What follows belongs to an exercise in optimizing a design on an open flow for small area, a short achievable clock period and few clock cycles per item; a production flow would make more cautious choices. RTL that was checked went through simulation tests only; none was proved equivalent to the original. Power is estimated from default activity; no workload was simulated.

==> inputs of tundra <==
// booth_multiplier
module booth_multiplier(clk, reset_n, multiplier, multiplicand, op_start, op_clear, result, op_done);
clock: 6.0 ns
lec_check: 0
cap_margin: 20
core_margin: 2
core_utilization: 40
setup_slack_margin: 3.0
slew_margin: 20
run.sh (not shown) runs the stock make flow with config.mk's settings and CLKGATE_MAP_FILE= SYNTH_SCRIPT=/design/flow/synth_recipe.tcl, a recipe that flattens the netlist after the stock synthesis.
==> yarrow: changes against tundra <==
Settings changed: SETUP_SLACK_MARGIN 3.0 to 3.3.
==> summary of the runs <==
yarrow produced a clean layout. tundra ran to the end with no violations.
Of yarrow and tundra, yarrow has the higher final cell count (gap about 3.7%, measured against tundra).
Against yarrow, the worst hold slack of tundra is better by 0.0094 ns.
In tundra the routed wire length is smaller than in yarrow, by about 4%.
Of tundra and yarrow, yarrow has the higher cell area (gap about 5.6%, measured against yarrow).
Between tundra and yarrow, the lower via count is in tundra (gap about 4.6%, measured against yarrow).
Sequential power: yarrow is smaller than tundra (about 2%).
==> figures <==
metric                                                                 yarrow                   tundra
Clock buffer and inverter area fraction after layout                    4.05%                    4.68%
Share of power burned in the clock network                              12.9%                    13.8%
Global-route total usage across every layer                             24.8%                    24.2%
Critical path required time                                           6.32 ns                  6.33 ns
Hold slack final                                                     0.427 ns                 0.437 ns
Total wire length after detailed routing                            81,200 um                77,900 um
Total via count in the routed design                                   19,500                   18,600
Data arrival time of the critical path                                3.73 ns                  3.71 ns
Status                                                complete, no violations  complete, no violations
Footprint of the multi-input gates                                17,100 um^2              16,500 um^2
Met3 layer usage reported by global route                               3.92%                    3.30%
First-pass GRT wire length                                         121,000 um               118,000 um
Worst relative slew slack                                               30.9%                    23.2%
No run of this note included a check of the RTL's function; only the layout flow was run.

==> job 1312 <==
booth_multiplier, a different RTL version from the one above (not shown whole).
Settings: LEC_CHECK=0, CAP_MARGIN=20, CORE_MARGIN=2, CORE_UTILIZATION=40, CTS_CLUSTER_DIAMETER=80, CTS_CLUSTER_SIZE=16, SETUP_SLACK_MARGIN=3.3, SLEW_MARGIN=20, SYNTH_HIERARCHICAL=1; clock period 6.0 ns.
standard.sh (not shown) runs the stock make flow with config.mk's settings and CLKGATE_MAP_FILE= SYNTH_SCRIPT=/design/flow/synth_recipe.tcl, a recipe that flattens the netlist after the stock synthesis.
==> flow/flow/run.sh <==
#!/bin/bash
# Standard layout with two changes: the port buffers are plain buffers (buf_2)
# instead of delay buffers, and synthesis leaves adders to abc (no full-adder
# cells). Registers are untouched by either change.
bash standard.sh ADDER_MAP_FILE= "BUFFER_PORTS_ARGS=-buffer_cell sky130_fd_sc_hd__buf_2" finish > standard.log 2>&1
==> inputs of job 6196, as changes to job 1312 <==
- ABC_AREA: default -> 1
- CORE_UTILIZATION: 40 -> 50
- CTS_CLUSTER_DIAMETER: 80 -> 100
- CTS_CLUSTER_SIZE: 16 -> 20
- SETUP_SLACK_MARGIN: 3.3 -> 3.45
==> inputs of job 3851, as changes to job 1312 <==
--- a/flow/design.v
+++ b/flow/design.v
@@ -54,48 +54,48 @@
 	assign px3[64:0] = {65{e_neg[3]}} ^ (({65{e_one[3]}} & bx[64:0]) | ({65{e_two[3]}} & bx2[64:0]));
 	assign pp3 = {~px3[64], px3[63:0]};
 	wire fs1 = S[0] ^ C[0] ^ negb[0];
 	wire fc1 = (S[0] & C[0]) | (S[0] & negb[0]) | (C[0] & negb[0]);
 	wire fs2 = S[1] ^ C[1] ^ fc1;
 	wire fc2 = (S[1] & C[1]) | (S[1] & fc1) | (C[1] & fc1);
 	wire fs3 = S[2] ^ C[2] ^ negb[1];
 	wire fc3 = (S[2] & C[2]) | (S[2] & negb[1]) | (C[2] & negb[1]);
-	wire fs4 = pp0[2] ^ pp1[0] ^ fs3;
-	wire fc4 = (pp0[2] & pp1[0]) | (pp0[2] & fs3) | (pp1[0] & fs3);
+	wire fs4 = fs3 ^ pp0[2] ^ pp1[0];
+	wire fc4 = (fs3 & pp0[2]) | (fs3 & pp1[0]) | (pp0[2] & pp1[0]);
 	wire fs5 = S[3] ^ C[3] ^ fc3;
 	wire fc5 = (S[3] & C[3]) | (S[3] & fc3) | (C[3] & fc3);
-	wire fs6 = pp0[3] ^ pp1[1] ^ fc4;
-	wire fc6 = (pp0[3] & pp1[1]) | (pp0[3] & fc4) | (pp1[1] & fc4);
+	wire fs6 = pp0[3] ^ pp1[1] ^ fs5;
+	wire fc6 = (pp0[3] & pp1[1]) | (pp0[3] & fs5) | (pp1[1] & fs5);
 	wire fs7 = S[4] ^ C[4] ^ negb[2];
 	wire fc7 = (S[4] & C[4]) | (S[4] & negb[2]) | (C[4] & negb[2]);
-	wire fs8 = pp0[4] ^ pp1[2] ^ pp2[0];
-	wire fc8 = (pp0[4] & pp1[2]) | (pp0[4] & pp2[0]) | (pp1[2] & pp2[0]);
-	wire fs9 = fs7 ^ fc5 ^ fs8;
-	wire fc9 = (fs7 & fc5) | (fs7 & fs8) | (fc5 & fs8);
+	wire fs8 = fs7 ^ pp0[4] ^ pp1[2];
+	wire fc8 = (fs7 & pp0[4]) | (fs7 & pp1[2]) | (pp0[4] & pp1[2]);
+	wire fs9 = pp2[0] ^ fc5 ^ fs8;
+	wire fc9 = (pp2[0] & fc5) | (pp2[0] & fs8) | (fc5 & fs8);
 	wire fs10 = S[5] ^ C[5] ^ fc7;
 	wire fc10 = (S[5] & C[5]) | (S[5] & fc7) | (C[5] & fc7);
 	wire fs11 = pp0[5] ^ pp1[3] ^ pp2[1];
 	wire fc11 = (pp0[5] & pp1[3]) | (pp0[5] & pp2[1]) | (pp1[3] & pp2[1]);
-	wire fs12 = fc8 ^ fs10 ^ fs11;
-	wire fc12 = (fc8 & fs10) | (fc8 & fs11) | (fs10 & fs11);
+	wire fs12 = fs10 ^ fc8 ^ fs11;
+	wire fc12 = (fs10 & fc8) | (fs10 & fs11) | (fc8 & fs11);
 	wire fs13 = S[6] ^ C[6] ^ negb[3];
 	wire fc13 = (S[6] & C[6]) | (S[6] & negb[3]) | (C[6] & negb[3]);
-	wire fs14 = pp0[6] ^ pp1[4] ^ pp2[2];
-	wire fc14 = (pp0[6] & pp1[4]) | (pp0[6] & pp2[2]) | (pp1[4] & pp2[2]);
-	wire fs15 = pp3[0] ^ fs13 ^ fc10;
-	wire fc15 = (pp3[0] & fs13) | (pp3[0] & fc10) | (fs13 & fc10);
+	wire fs14 = fs13 ^ pp0[6] ^ pp1[4];
+	wire fc14 = (fs13 & pp0[6]) | (fs13 & pp1[4]) | (pp0[6] & pp1[4]);
+	wire fs15 = pp2[2] ^ pp3[0] ^ fc10;
+	wire fc15 = (pp2[2] & pp3[0]) | (pp2[2] & fc10) | (pp3[0] & fc10);
 	wire fs16 = fc11 ^ fs14 ^ fs15;
 	wire fc16 = (fc11 & fs14) | (fc11 & fs15) | (fs14 & fs15);
 	wire fs17 = S[7] ^ C[7] ^ fc13;
 	wire fc17 = (S[7] & C[7]) | (S[7] & fc13) | (C[7] & fc13);
 	wire fs18 = pp0[7] ^ pp1[5] ^ pp2[3];
 	wire fc18 = (pp0[7] & pp1[5]) | (pp0[7] & pp2[3]) | (pp1[5] & pp2[3]);
-	wire fs19 = pp3[1] ^ fc14 ^ fs17;
-	wire fc19 = (pp3[1] & fc14) | (pp3[1] & fs17) | (fc14 & fs17);
+	wire fs19 = pp3[1] ^ fs17 ^ fc14;
+	wire fc19 = (pp3[1] & fs17) | (pp3[1] & fc14) | (fs17 & fc14);
 	wire fs20 = fs18 ^ fc15 ^ fs19;
 	wire fc20 = (fs18 & fc15) | (fs18 & fs19) | (fc15 & fs19);
 	wire fs21 = S[8] ^ C[8] ^ pp0[8];
 	wire fc21 = (S[8] & C[8]) | (S[8] & pp0[8]) | (C[8] & pp0[8]);
 	wire fs22 = pp1[6] ^ pp2[4] ^ pp3[2];
 	wire fc22 = (pp1[6] & pp2[4]) | (pp1[6] & pp3[2]) | (pp2[4] & pp3[2]);
 	wire fs23 = fc17 ^ fc18 ^ fs21;
 	wire fc23 = (fc17 & fc18) | (fc17 & fs21) | (fc18 & fs21);
@@ -560,18 +560,18 @@
 	wire fs253 = ~(pp2[63] ^ pp3[61]);
 	wire fc253 = pp2[63] | pp3[61];
 	wire fs254 = fc251 ^ fs253;
 	wire fc254 = fc251 & fs253;
 	wire fs255 = pp2[64] ^ pp3[62] ^ fc253;
 	wire fc255 = (pp2[64] & pp3[62]) | (pp2[64] & fc253) | (pp3[62] & fc253);
 	wire fs256 = ~(pp3[63] ^ fc255);
 	wire fc256 = pp3[63] | fc255;
-	wire [71:0] sp = {1'b0, pp3[64], fs256, fc254, fs254, fc250, fs250, fc244, fc240, fc236, fc232, fc228, fc224, fc220, fc216, fc212, fc208, fc204, fc200, fc196, fc192, fc188, fc184, fc180, fc176, fc172, fc168, fc164, fc160, fc156, fc152, fc148, fc144, fc140, fc136, fc132, fc128, fc124, fc120, fc116, fc112, fc108, fc104, fc100, fc96, fc92, fc88, fc84, fc80, fc76, fc72, fc68, fc64, fc60, fc56, fc52, fc48, fc44, fc40, fc36, fc32, fc28, fc24, fc20, fc16, fc12, fc9, fc6, fs5, fc2, pp0[1], pp0[0]};
-	wire [71:0] cp = {1'b0, fc256, 1'b0, fs255, fc252, fs252, fc247, fs247, fs244, fs240, fs236, fs232, fs228, fs224, fs220, fs216, fs212, fs208, fs204, fs200, fs196, fs192, fs188, fs184, fs180, fs176, fs172, fs168, fs164, fs160, fs156, fs152, fs148, fs144, fs140, fs136, fs132, fs128, fs124, fs120, fs116, fs112, fs108, fs104, fs100, fs96, fs92, fs88, fs84, fs80, fs76, fs72, fs68, fs64, fs60, fs56, fs52, fs48, fs44, fs40, fs36, fs32, fs28, fs24, fs20, fs16, fs12, fs9, fs6, fs4, fs2, fs1};
+	wire [71:0] sp = {1'b0, pp3[64], fs256, fc254, fs254, fc250, fs250, fs247, fc240, fc236, fc232, fc228, fc224, fc220, fc216, fc212, fc208, fc204, fc200, fc196, fc192, fc188, fc184, fc180, fc176, fc172, fc168, fc164, fc160, fc156, fc152, fc148, fc144, fc140, fc136, fc132, fc128, fc124, fc120, fc116, fc112, fc108, fc104, fc100, fc96, fc92, fc88, fc84, fc80, fc76, fc72, fc68, fc64, fc60, fc56, fc52, fc48, fc44, fc40, fc36, fc32, fc28, fc24, fc20, fc16, fc12, fc9, fc6, fc4, fc2, pp0[1], fs1};
+	wire [71:0] cp = {1'b0, fc256, 1'b0, fs255, fc252, fs252, fc247, fc244, fs244, fs240, fs236, fs232, fs228, fs224, fs220, fs216, fs212, fs208, fs204, fs200, fs196, fs192, fs188, fs184, fs180, fs176, fs172, fs168, fs164, fs160, fs156, fs152, fs148, fs144, fs140, fs136, fs132, fs128, fs124, fs120, fs116, fs112, fs108, fs104, fs100, fs96, fs92, fs88, fs84, fs80, fs76, fs72, fs68, fs64, fs60, fs56, fs52, fs48, fs44, fs40, fs36, fs32, fs28, fs24, fs20, fs16, fs12, fs9, fs6, fs4, fs2, pp0[0]};
 	wire [63:0] s_next = {(sp[71] | cp[71]) ^ last, sp[70:8]};
 	wire [62:0] c_next = cp[70:8];
 	wire [71:0] asum;
 	wire acarry;
 	booth_final_adder u_add(.S(S), .C(C), .DS(DS), .DC(DC), .cf(cf), .asum(asum), .acarry(acarry));
 	wire [63:0] hi = asum[71:8];
 	wire first = busy & (cnt == 3'd0);
 	always @(posedge clk) begin
- CORE_UTILIZATION: 40 -> 50
- CTS_CLUSTER_DIAMETER: 80 -> 100
- CTS_CLUSTER_SIZE: 16 -> 20
==> inputs of job 7686, as changes to job 1312 <==
- CORE_UTILIZATION: 40 -> 50
- CTS_CLUSTER_DIAMETER: 80 -> 100
- CTS_CLUSTER_SIZE: 16 -> 20
==> metrics.log <==
INFO  metric top_layer_used_by_detailed_routing = met4
INFO  metric clock_power = 1.60 mW
INFO  metric power_frac_seq = 0.220
INFO  metric most-common-layout-cells = sky130_fd_sc_hd__xnor2_1 (533), sky130_fd_sc_hd__buf_2 (260), sky130_fd_sc_hd__a21o_1 (201), sky130_fd_sc_hd__a22oi_1 (190), sky130_fd_sc_hd__xor2_1 (146)
INFO  metric outcome = timing/DRC/antenna clean
the above is filed under job 3851

==> metrics.log <==
INFO  metric power_frac_seq = 0.209
INFO  metric cp_top_family = compound AO/OA/AOI/OAI gates
INFO  metric clock_power = 1.43 mW
INFO  metric top_layer_used_by_detailed_routing = met4
INFO  metric finish.utilization = 0.563
INFO  metric power_group_with_the_highest_consumption = combinational logic
INFO  metric post_dp_cell_area = 28,500 um^2
INFO  metric outcome = timing/DRC/antenna clean
the above is filed under job 7686

==> metrics.log <==
INFO  metric top_layer_used_by_detailed_routing = met5
INFO  metric gr-total-overflow = 0
INFO  metric clock_power = 1.87 mW
INFO  metric most-common-layout-cells = sky130_fd_sc_hd__nand2_1 (3,622), sky130_fd_sc_hd__inv_1 (919), sky130_fd_sc_hd__nand3_1 (844), sky130_fd_sc_hd__buf_2 (261), sky130_fd_sc_hd__edfxtp_1 (128)
INFO  metric outcome = timing/DRC/antenna clean
INFO  metric power_frac_seq = 0.218
the above is filed under job 6196

==> metrics.log <==
INFO  metric top_layer_used_by_detailed_routing = met5
INFO  metric regArea = 7300 um^2
INFO  metric clock_power = 1.92 mW
INFO  metric most-common-layout-cells = sky130_fd_sc_hd__xnor2_1 (624), sky130_fd_sc_hd__buf_2 (260), sky130_fd_sc_hd__a22oi_1 (248), sky130_fd_sc_hd__a21o_1 (203), sky130_fd_sc_hd__and2_1 (147)
INFO  metric power_frac_seq = 0.206
INFO  metric outcome = timing/DRC/antenna clean
the above is filed under job 1312

Testbench counts of job 1312, summed over its fixed seeds: cycles 5,760, items 480.
Testbench counts of job 6196, summed over its fixed seeds: cycles 5,760, items 480.
Testbench counts of job 7686, summed over its fixed seeds: cycles 5,760, items 480.
Function not checked in job 3851: the RTL went through the layout flow alone.

==> v28: inputs <==
Another version of the RTL of booth_multiplier (not shown whole).
Design booth_multiplier, start of the top module:
module booth_multiplier(clk, reset_n, multiplier, multiplicand, op_start, op_clear, result, op_done);
clock: 6.0 ns
lec_check: 0
cap_margin: 20
core_margin: 2
core_utilization: 40
setup_slack_margin: 3.3
slew_margin: 20
synth_hierarchical: 1
==> flow/flow/run.sh <==
#!/bin/bash
# Standard layout, except that the port buffers are plain buffers (buf_2)
# instead of the delay buffers buffer_ports picks by default.
bash standard.sh "BUFFER_PORTS_ARGS=-buffer_cell sky130_fd_sc_hd__buf_2" finish > standard.log 2>&1
==> v5 (differences from v28) <==
--- a/flow/design.v
+++ b/flow/design.v
@@ -34,32 +34,44 @@
 		assign n_neg[g] = eb[2*g+2];
 	end endgenerate
 	reg [3:0] e_one, e_two, e_neg;     
 	wire [3:0] n_nz = n_one | n_two;
 	reg [3:0] f_one, f_two, f_neg;     
+	reg [3:0] g_nz, g_two, g_neg;      
+	reg [3:0] h_nz, h_two, h_neg;      
 	always @(posedge clk) begin
 		e_one <= n_one; e_two <= n_two; e_neg <= n_neg;
 		f_one <= ~n_one; f_two <= ~n_two; f_neg <= ~n_neg;
+		g_nz <= n_nz; g_two <= n_two; g_neg <= n_neg;
+		h_nz <= ~n_nz; h_two <= ~n_two; h_neg <= ~n_neg;
 	end
 	wire [3:0] negb = e_neg;
 	wire [64:0] bx = {B[63], B};
 	wire [64:0] bx2 = {B, 1'b0};
 	wire [64:0] pp0, px0;
-	assign px0[31:0] = {32{e_neg[0]}} ^ (({32{e_one[0]}} & bx[31:0]) | ({32{e_two[0]}} & bx2[31:0]));
-	assign px0[64:32] = {33{f_neg[0]}} ^ (({33{f_one[0]}} | ~bx[64:32]) & ({33{f_two[0]}} | ~bx2[64:32]));
+	assign px0[15:0] = {16{e_neg[0]}} ^ (({16{e_one[0]}} & bx[15:0]) | ({16{e_two[0]}} & bx2[15:0]));
+	assign px0[31:16] = {16{f_neg[0]}} ^ (({16{f_one[0]}} | ~bx[31:16]) & ({16{f_two[0]}} | ~bx2[31:16]));
+	assign px0[48:32] = {17{g_neg[0]}} ^ ({17{g_nz[0]}} & (g_two[0] ? bx2[48:32] : bx[48:32]));
+	assign px0[64:49] = ~{16{h_neg[0]}} ^ (~{16{h_nz[0]}} & (h_two[0] ? bx[64:49] : bx2[64:49]));
 	assign pp0 = {~px0[64], px0[63:0]};
 	wire [64:0] pp1, px1;
-	assign px1[31:0] = {32{e_neg[1]}} ^ (({32{e_one[1]}} & bx[31:0]) | ({32{e_two[1]}} & bx2[31:0]));
-	assign px1[64:32] = {33{f_neg[1]}} ^ (({33{f_one[1]}} | ~bx[64:32]) & ({33{f_two[1]}} | ~bx2[64:32]));
+	assign px1[15:0] = {16{e_neg[1]}} ^ (({16{e_one[1]}} & bx[15:0]) | ({16{e_two[1]}} & bx2[15:0]));
+	assign px1[31:16] = {16{f_neg[1]}} ^ (({16{f_one[1]}} | ~bx[31:16]) & ({16{f_two[1]}} | ~bx2[31:16]));
+	assign px1[48:32] = {17{g_neg[1]}} ^ ({17{g_nz[1]}} & (g_two[1] ? bx2[48:32] : bx[48:32]));
+	assign px1[64:49] = ~{16{h_neg[1]}} ^ (~{16{h_nz[1]}} & (h_two[1] ? bx[64:49] : bx2[64:49]));
 	assign pp1 = {~px1[64], px1[63:0]};
 	wire [64:0] pp2, px2;
-	assign px2[31:0] = {32{e_neg[2]}} ^ (({32{e_one[2]}} & bx[31:0]) | ({32{e_two[2]}} & bx2[31:0]));
-	assign px2[64:32] = {33{f_neg[2]}} ^ (({33{f_one[2]}} | ~bx[64:32]) & ({33{f_two[2]}} | ~bx2[64:32]));
+	assign px2[15:0] = {16{e_neg[2]}} ^ (({16{e_one[2]}} & bx[15:0]) | ({16{e_two[2]}} & bx2[15:0]));
+	assign px2[31:16] = {16{f_neg[2]}} ^ (({16{f_one[2]}} | ~bx[31:16]) & ({16{f_two[2]}} | ~bx2[31:16]));
+	assign px2[48:32] = {17{g_neg[2]}} ^ ({17{g_nz[2]}} & (g_two[2] ? bx2[48:32] : bx[48:32]));
+	assign px2[64:49] = ~{16{h_neg[2]}} ^ (~{16{h_nz[2]}} & (h_two[2] ? bx[64:49] : bx2[64:49]));
 	assign pp2 = {~px2[64], px2[63:0]};
 	wire [64:0] pp3, px3;
-	assign px3[31:0] = {32{e_neg[3]}} ^ (({32{e_one[3]}} & bx[31:0]) | ({32{e_two[3]}} & bx2[31:0]));
-	assign px3[64:32] = {33{f_neg[3]}} ^ (({33{f_one[3]}} | ~bx[64:32]) & ({33{f_two[3]}} | ~bx2[64:32]));
+	assign px3[15:0] = {16{e_neg[3]}} ^ (({16{e_one[3]}} & bx[15:0]) | ({16{e_two[3]}} & bx2[15:0]));
+	assign px3[31:16] = {16{f_neg[3]}} ^ (({16{f_one[3]}} | ~bx[31:16]) & ({16{f_two[3]}} | ~bx2[31:16]));
+	assign px3[48:32] = {17{g_neg[3]}} ^ ({17{g_nz[3]}} & (g_two[3] ? bx2[48:32] : bx[48:32]));
+	assign px3[64:49] = ~{16{h_neg[3]}} ^ (~{16{h_nz[3]}} & (h_two[3] ? bx[64:49] : bx2[64:49]));
 	assign pp3 = {~px3[64], px3[63:0]};
 	wire fs1 = S[0] ^ C[0] ^ negb[0];
 	wire fc1 = (S[0] & C[0]) | (S[0] & negb[0]) | (C[0] & negb[0]);
 	wire fs2 = S[1] ^ C[1] ^ fc1;
 	wire fc2 = (S[1] & C[1]) | (S[1] & fc1) | (C[1] & fc1);
@@ -573,34 +585,10 @@
 	wire fc256 = pp3[63] | fc255;
 	wire [71:0] sp = {1'b0, pp3[64], fs256, fc254, fs254, fc250, fs250, fc244, fc240, fc236, fc232, fc228, fc224, fc220, fc216, fc212, fc208, fc204, fc200, fc196, fc192, fc188, fc184, fc180, fc176, fc172, fc168, fc164, fc160, fc156, fc152, fc148, fc144, fc140, fc136, fc132, fc128, fc124, fc120, fc116, fc112, fc108, fc104, fc100, fc96, fc92, fc88, fc84, fc80, fc76, fc72, fc68, fc64, fc60, fc56, fc52, fc48, fc44, fc40, fc36, fc32, fc28, fc24, fc20, fc16, fc12, fc9, fc6, fs5, fc2, pp0[1], pp0[0]};
 	wire [71:0] cp = {1'b0, fc256, 1'b0, fs255, fc252, fs252, fc247, fs247, fs244, fs240, fs236, fs232, fs228, fs224, fs220, fs216, fs212, fs208, fs204, fs200, fs196, fs192, fs188, fs184, fs180, fs176, fs172, fs168, fs164, fs160, fs156, fs152, fs148, fs144, fs140, fs136, fs132, fs128, fs124, fs120, fs116, fs112, fs108, fs104, fs100, fs96, fs92, fs88, fs84, fs80, fs76, fs72, fs68, fs64, fs60, fs56, fs52, fs48, fs44, fs40, fs36, fs32, fs28, fs24, fs20, fs16, fs12, fs9, fs6, fs4, fs2, fs1};
 	wire [63:0] s_next = {(sp[71] | cp[71]) ^ last, sp[70:8]};
 	wire [62:0] c_next = cp[70:8];
-	wire [71:0] asum;
-	wire acarry;
-	booth_final_adder u_add(.S(S), .C(C), .DS(DS), .DC(DC), .cf(cf), .asum(asum), .acarry(acarry));
-	wire [63:0] hi = asum[71:8];
-	wire first = busy & (cnt == 3'd0);
-	always @(posedge clk) begin
-		DS <= busy ? sp[7:0] : 8'b0;
-		DC <= busy ? cp[7:0] : 8'b0;
-		cf <= busy & ~first & acarry;
-		B <= idle ? multiplicand : B;
-		lo <= (busy | fin) ? {asum[7:0], lo[63:8]} : (done ? lo : multiplier);
-		S <= busy ? s_next : (idle ? {1'b1, 63'b0} : hi);
-		C <= busy ? c_next : 63'b0;
-	end
-	assign result = {S, lo};
-	assign op_done = done;
-endmodule
-module booth_final_adder(S, C, DS, DC, cf, asum, acarry);
-	input [63:0] S;
-	input [62:0] C;
-	input [7:0] DS, DC;
-	input cf;
-	output [71:0] asum;
-	output acarry;
 	wire [71:0] aa = {S, DS};
 	wire [71:0] ab = {1'b0, C, DC};
 	wire [71:0] ap = aa ^ ab;
 	wire [72:0] ag0 = {aa & ab, cf};
 	wire [72:0] ap0 = {ap, 1'b0};
@@ -1631,8 +1619,21 @@
 	assign ap7[70] = ap6[70] & ap6[63];
 	assign ag7[71] = ag6[71] | (ap6[71] & ag6[63]);
 	assign ap7[71] = ap6[71] & ap6[63];
 	assign ag7[72] = ag6[72] | (ap6[72] & ag6[63]);
 	assign ap7[72] = ap6[72] & ap6[63];
-	assign asum = ap ^ ag7[71:0];
-	assign acarry = ag7[8];   
+	wire [71:0] asum = ap ^ ag7[71:0];
+	wire acarry = ag7[8];   
+	wire [63:0] hi = asum[71:8];
+	wire first = busy & (cnt == 3'd0);
+	always @(posedge clk) begin
+		DS <= busy ? sp[7:0] : 8'b0;
+		DC <= busy ? cp[7:0] : 8'b0;
+		cf <= busy & ~first & acarry;
+		B <= idle ? multiplicand : B;
+		lo <= (busy | fin) ? {asum[7:0], lo[63:8]} : (done ? lo : multiplier);
+		S <= busy ? s_next : (idle ? {1'b1, 63'b0} : hi);
+		C <= busy ? c_next : 63'b0;
+	end
+	assign result = {S, lo};
+	assign op_done = done;
 endmodule
==> flow/run.sh (new file) <==
#!/bin/bash
# synth_recipe.tcl (not shown) runs the flow's synth.tcl, then flattens the netlist and writes it again
# the make line also repeats each setting of config.mk as NAME=value (left out here)
make -C /OpenROAD-flow-scripts/flow DESIGN_CONFIG=/design/flow/config.mk WORK_HOME=/design/flow/orfs CLKGATE_MAP_FILE= SYNTH_SCRIPT=/design/flow/synth_recipe.tcl finish
- CORE_UTILIZATION: 40 -> 65
- PLACE_DENSITY: unset -> 0.85
- SYNTH_HIERARCHICAL: 1 -> unset
removed: flow/flow/run.sh
removed: flow/standard.sh
==> v37 (differences from v28) <==
--- a/flow/design.v
+++ b/flow/design.v
@@ -31,36 +31,25 @@
 	generate for (g = 0; g < 4; g = g + 1) begin : enc
 		assign n_one[g] = eb[2*g+1] ^ eb[2*g];
 		assign n_two[g] = (eb[2*g+2] & ~eb[2*g+1] & ~eb[2*g]) | (~eb[2*g+2] & eb[2*g+1] & eb[2*g]);
 		assign n_neg[g] = eb[2*g+2];
 	end endgenerate
-	reg [3:0] e_one, e_two, e_neg;     
-	wire [3:0] n_nz = n_one | n_two;
-	reg [3:0] f_one, f_two, f_neg;     
+	reg [3:0] e_one, e_two, e_neg;
 	always @(posedge clk) begin
 		e_one <= n_one; e_two <= n_two; e_neg <= n_neg;
-		f_one <= ~n_one; f_two <= ~n_two; f_neg <= ~n_neg;
 	end
 	wire [3:0] negb = e_neg;
 	wire [64:0] bx = {B[63], B};
-	wire [64:0] bx2 = {B, 1'b0};
-	wire [64:0] pp0, px0;
-	assign px0[31:0] = {32{e_neg[0]}} ^ (({32{e_one[0]}} & bx[31:0]) | ({32{e_two[0]}} & bx2[31:0]));
-	assign px0[64:32] = {33{f_neg[0]}} ^ (({33{f_one[0]}} | ~bx[64:32]) & ({33{f_two[0]}} | ~bx2[64:32]));
-	assign pp0 = {~px0[64], px0[63:0]};
-	wire [64:0] pp1, px1;
-	assign px1[31:0] = {32{e_neg[1]}} ^ (({32{e_one[1]}} & bx[31:0]) | ({32{e_two[1]}} & bx2[31:0]));
-	assign px1[64:32] = {33{f_neg[1]}} ^ (({33{f_one[1]}} | ~bx[64:32]) & ({33{f_two[1]}} | ~bx2[64:32]));
-	assign pp1 = {~px1[64], px1[63:0]};
-	wire [64:0] pp2, px2;
-	assign px2[31:0] = {32{e_neg[2]}} ^ (({32{e_one[2]}} & bx[31:0]) | ({32{e_two[2]}} & bx2[31:0]));
-	assign px2[64:32] = {33{f_neg[2]}} ^ (({33{f_one[2]}} | ~bx[64:32]) & ({33{f_two[2]}} | ~bx2[64:32]));
-	assign pp2 = {~px2[64], px2[63:0]};
-	wire [64:0] pp3, px3;
-	assign px3[31:0] = {32{e_neg[3]}} ^ (({32{e_one[3]}} & bx[31:0]) | ({32{e_two[3]}} & bx2[31:0]));
-	assign px3[64:32] = {33{f_neg[3]}} ^ (({33{f_one[3]}} | ~bx[64:32]) & ({33{f_two[3]}} | ~bx2[64:32]));
-	assign pp3 = {~px3[64], px3[63:0]};
+	wire [65:0] bx2 = {B[63], B, 1'b0};
+	wire [64:0] pp0;
+	assign pp0 = {1'b1, 64'b0} ^ ({65{e_neg[0]}} ^ (({65{e_one[0]}} & bx) | ({65{e_two[0]}} & bx2[64:0])));
+	wire [64:0] pp1;
+	assign pp1 = {1'b1, 64'b0} ^ ({65{e_neg[1]}} ^ (({65{e_one[1]}} & bx) | ({65{e_two[1]}} & bx2[64:0])));
+	wire [64:0] pp2;
+	assign pp2 = {1'b1, 64'b0} ^ ({65{e_neg[2]}} ^ (({65{e_one[2]}} & bx) | ({65{e_two[2]}} & bx2[64:0])));
+	wire [64:0] pp3;
+	assign pp3 = {1'b1, 64'b0} ^ ({65{e_neg[3]}} ^ (({65{e_one[3]}} & bx) | ({65{e_two[3]}} & bx2[64:0])));
 	wire fs1 = S[0] ^ C[0] ^ negb[0];
 	wire fc1 = (S[0] & C[0]) | (S[0] & negb[0]) | (C[0] & negb[0]);
 	wire fs2 = S[1] ^ C[1] ^ fc1;
 	wire fc2 = (S[1] & C[1]) | (S[1] & fc1) | (C[1] & fc1);
 	wire fs3 = S[2] ^ C[2] ^ negb[1];
@@ -571,36 +560,12 @@
 	wire fc255 = (pp2[64] & pp3[62]) | (pp2[64] & fc253) | (pp3[62] & fc253);
 	wire fs256 = ~(pp3[63] ^ fc255);
 	wire fc256 = pp3[63] | fc255;
 	wire [71:0] sp = {1'b0, pp3[64], fs256, fc254, fs254, fc250, fs250, fc244, fc240, fc236, fc232, fc228, fc224, fc220, fc216, fc212, fc208, fc204, fc200, fc196, fc192, fc188, fc184, fc180, fc176, fc172, fc168, fc164, fc160, fc156, fc152, fc148, fc144, fc140, fc136, fc132, fc128, fc124, fc120, fc116, fc112, fc108, fc104, fc100, fc96, fc92, fc88, fc84, fc80, fc76, fc72, fc68, fc64, fc60, fc56, fc52, fc48, fc44, fc40, fc36, fc32, fc28, fc24, fc20, fc16, fc12, fc9, fc6, fs5, fc2, pp0[1], pp0[0]};
 	wire [71:0] cp = {1'b0, fc256, 1'b0, fs255, fc252, fs252, fc247, fs247, fs244, fs240, fs236, fs232, fs228, fs224, fs220, fs216, fs212, fs208, fs204, fs200, fs196, fs192, fs188, fs184, fs180, fs176, fs172, fs168, fs164, fs160, fs156, fs152, fs148, fs144, fs140, fs136, fs132, fs128, fs124, fs120, fs116, fs112, fs108, fs104, fs100, fs96, fs92, fs88, fs84, fs80, fs76, fs72, fs68, fs64, fs60, fs56, fs52, fs48, fs44, fs40, fs36, fs32, fs28, fs24, fs20, fs16, fs12, fs9, fs6, fs4, fs2, fs1};
-	wire [63:0] s_next = {(sp[71] | cp[71]) ^ last, sp[70:8]};
+	wire [63:0] s_next = {sp[71] | cp[71], sp[70:8]};
 	wire [62:0] c_next = cp[70:8];
-	wire [71:0] asum;
-	wire acarry;
-	booth_final_adder u_add(.S(S), .C(C), .DS(DS), .DC(DC), .cf(cf), .asum(asum), .acarry(acarry));
-	wire [63:0] hi = asum[71:8];
-	wire first = busy & (cnt == 3'd0);
-	always @(posedge clk) begin
-		DS <= busy ? sp[7:0] : 8'b0;
-		DC <= busy ? cp[7:0] : 8'b0;
-		cf <= busy & ~first & acarry;
-		B <= idle ? multiplicand : B;
-		lo <= (busy | fin) ? {asum[7:0], lo[63:8]} : (done ? lo : multiplier);
-		S <= busy ? s_next : (idle ? {1'b1, 63'b0} : hi);
-		C <= busy ? c_next : 63'b0;
-	end
-	assign result = {S, lo};
-	assign op_done = done;
-endmodule
-module booth_final_adder(S, C, DS, DC, cf, asum, acarry);
-	input [63:0] S;
-	input [62:0] C;
-	input [7:0] DS, DC;
-	input cf;
-	output [71:0] asum;
-	output acarry;
 	wire [71:0] aa = {S, DS};
 	wire [71:0] ab = {1'b0, C, DC};
 	wire [71:0] ap = aa ^ ab;
 	wire [72:0] ag0 = {aa & ab, cf};
 	wire [72:0] ap0 = {ap, 1'b0};
@@ -1631,8 +1596,21 @@
 	assign ap7[70] = ap6[70] & ap6[63];
 	assign ag7[71] = ag6[71] | (ap6[71] & ag6[63]);
 	assign ap7[71] = ap6[71] & ap6[63];
 	assign ag7[72] = ag6[72] | (ap6[72] & ag6[63]);
 	assign ap7[72] = ap6[72] & ap6[63];
-	assign asum = ap ^ ag7[71:0];
-	assign acarry = ag7[8];   
+	wire [71:0] asum = ap ^ ag7[71:0];
+	wire acarry = ag7[8];   
+	wire [63:0] hi = asum[71:8];
+	wire first = busy & (cnt == 3'd0);
+	always @(posedge clk) begin
+		DS <= sp[7:0];
+		DC <= cp[7:0];
+		cf <= acarry & ~first;
+		B <= idle ? multiplicand : B;
+		lo <= (busy | fin) ? {asum[7:0], lo[63:8]} : (done ? lo : multiplier);
+		S <= busy ? s_next : (fin ? {~hi[63], hi[62:0]} : (done ? S : {1'b1, 63'b0}));
+		C <= busy ? c_next : 63'b0;
+	end
+	assign result = {S, lo};
+	assign op_done = done;
 endmodule
==> flow/run.sh (new file) <==
#!/bin/bash
# synth_recipe.tcl (not shown) runs the flow's synth.tcl, then flattens the netlist and writes it again
# the make line also repeats each setting of config.mk as NAME=value (left out here)
make -C /OpenROAD-flow-scripts/flow DESIGN_CONFIG=/design/flow/config.mk WORK_HOME=/design/flow/orfs CLKGATE_MAP_FILE= SYNTH_SCRIPT=/design/flow/synth_recipe.tcl finish
- ABC_CLOCK_PERIOD_IN_PS: unset -> 2700
- SYNTH_HIERARCHICAL: 1 -> unset
removed: flow/flow/run.sh
removed: flow/standard.sh
==> summary of the runs <==
Combinational power, highest first: v5, v37, v28. The lowest via count belongs to v28, the highest to v5. Between v5 and v28, the lower wire length is in v28 (gap 31%, measured against v28). Die area: v37 > v28 > v5. Of v37 and v28, v37 has the higher final cell count (gap about 7%, measured against v28). Worst hold slack: v28 < v37 < v5.
No functional check of the RTL was part of any run of this note.

[afterwards: timing with drivers on the ports]
In the flow no input, the clock included, has a driving cell. The finished layouts below were timed again as built, in two steps. Step 1 (the two cells are an assumption about what drives the block):
set clk [get_ports {clk}]
set_driving_cell -lib_cell sky130_fd_sc_hd__clkbuf_16 $clk
set_driving_cell -lib_cell sky130_fd_sc_hd__buf_2 [delete_from_list [all_inputs] $clk]
Step 2 moves the port delays by t, midway between the first and last clock arrival at a register: inputs arrive t later, outputs are due t later. That takes back most of the time a late clock gives input paths. Slacks: ideal / step 1 / step 2; pairs: ideal / step 1.
run | shift t [ns] | setup slack, ns | hold slack, ns
tundra | 0.639 | 2.622 / 2.622 / 2.622 | 0.437 / 0.437 / 0.437
yarrow | 0.633 | 2.592 / 2.592 / 2.592 | 0.427 / 0.427 / 0.427
job 1312 | 0.671 | 3.278 / 3.278 / 3.278 | 0.358 / 0.347 / 0.505
job 6196 | 0.676 | 3.471 / 3.448 / 3.471 | 0.352 / 0.340 / 0.466
job 3851 | 0.629 | 3.266 / 3.266 / 3.266 | 0.407 / 0.375 / 0.482
job 7686 | 0.616 | 3.355 / 3.355 / 3.355 | 0.402 / 0.387 / 0.497
v28 | 0.626 | 2.877 / 2.877 / 2.877 | 0.405 / 0.394 / 0.447
v5 | 0.635 | 2.771 / 2.771 / 2.771 | 0.464 / 0.464 / 0.464
v37 | 0.633 | 2.660 / 2.660 / 2.660 | 0.442 / 0.442 / 0.442
After both steps setup and hold are still met in every run listed.
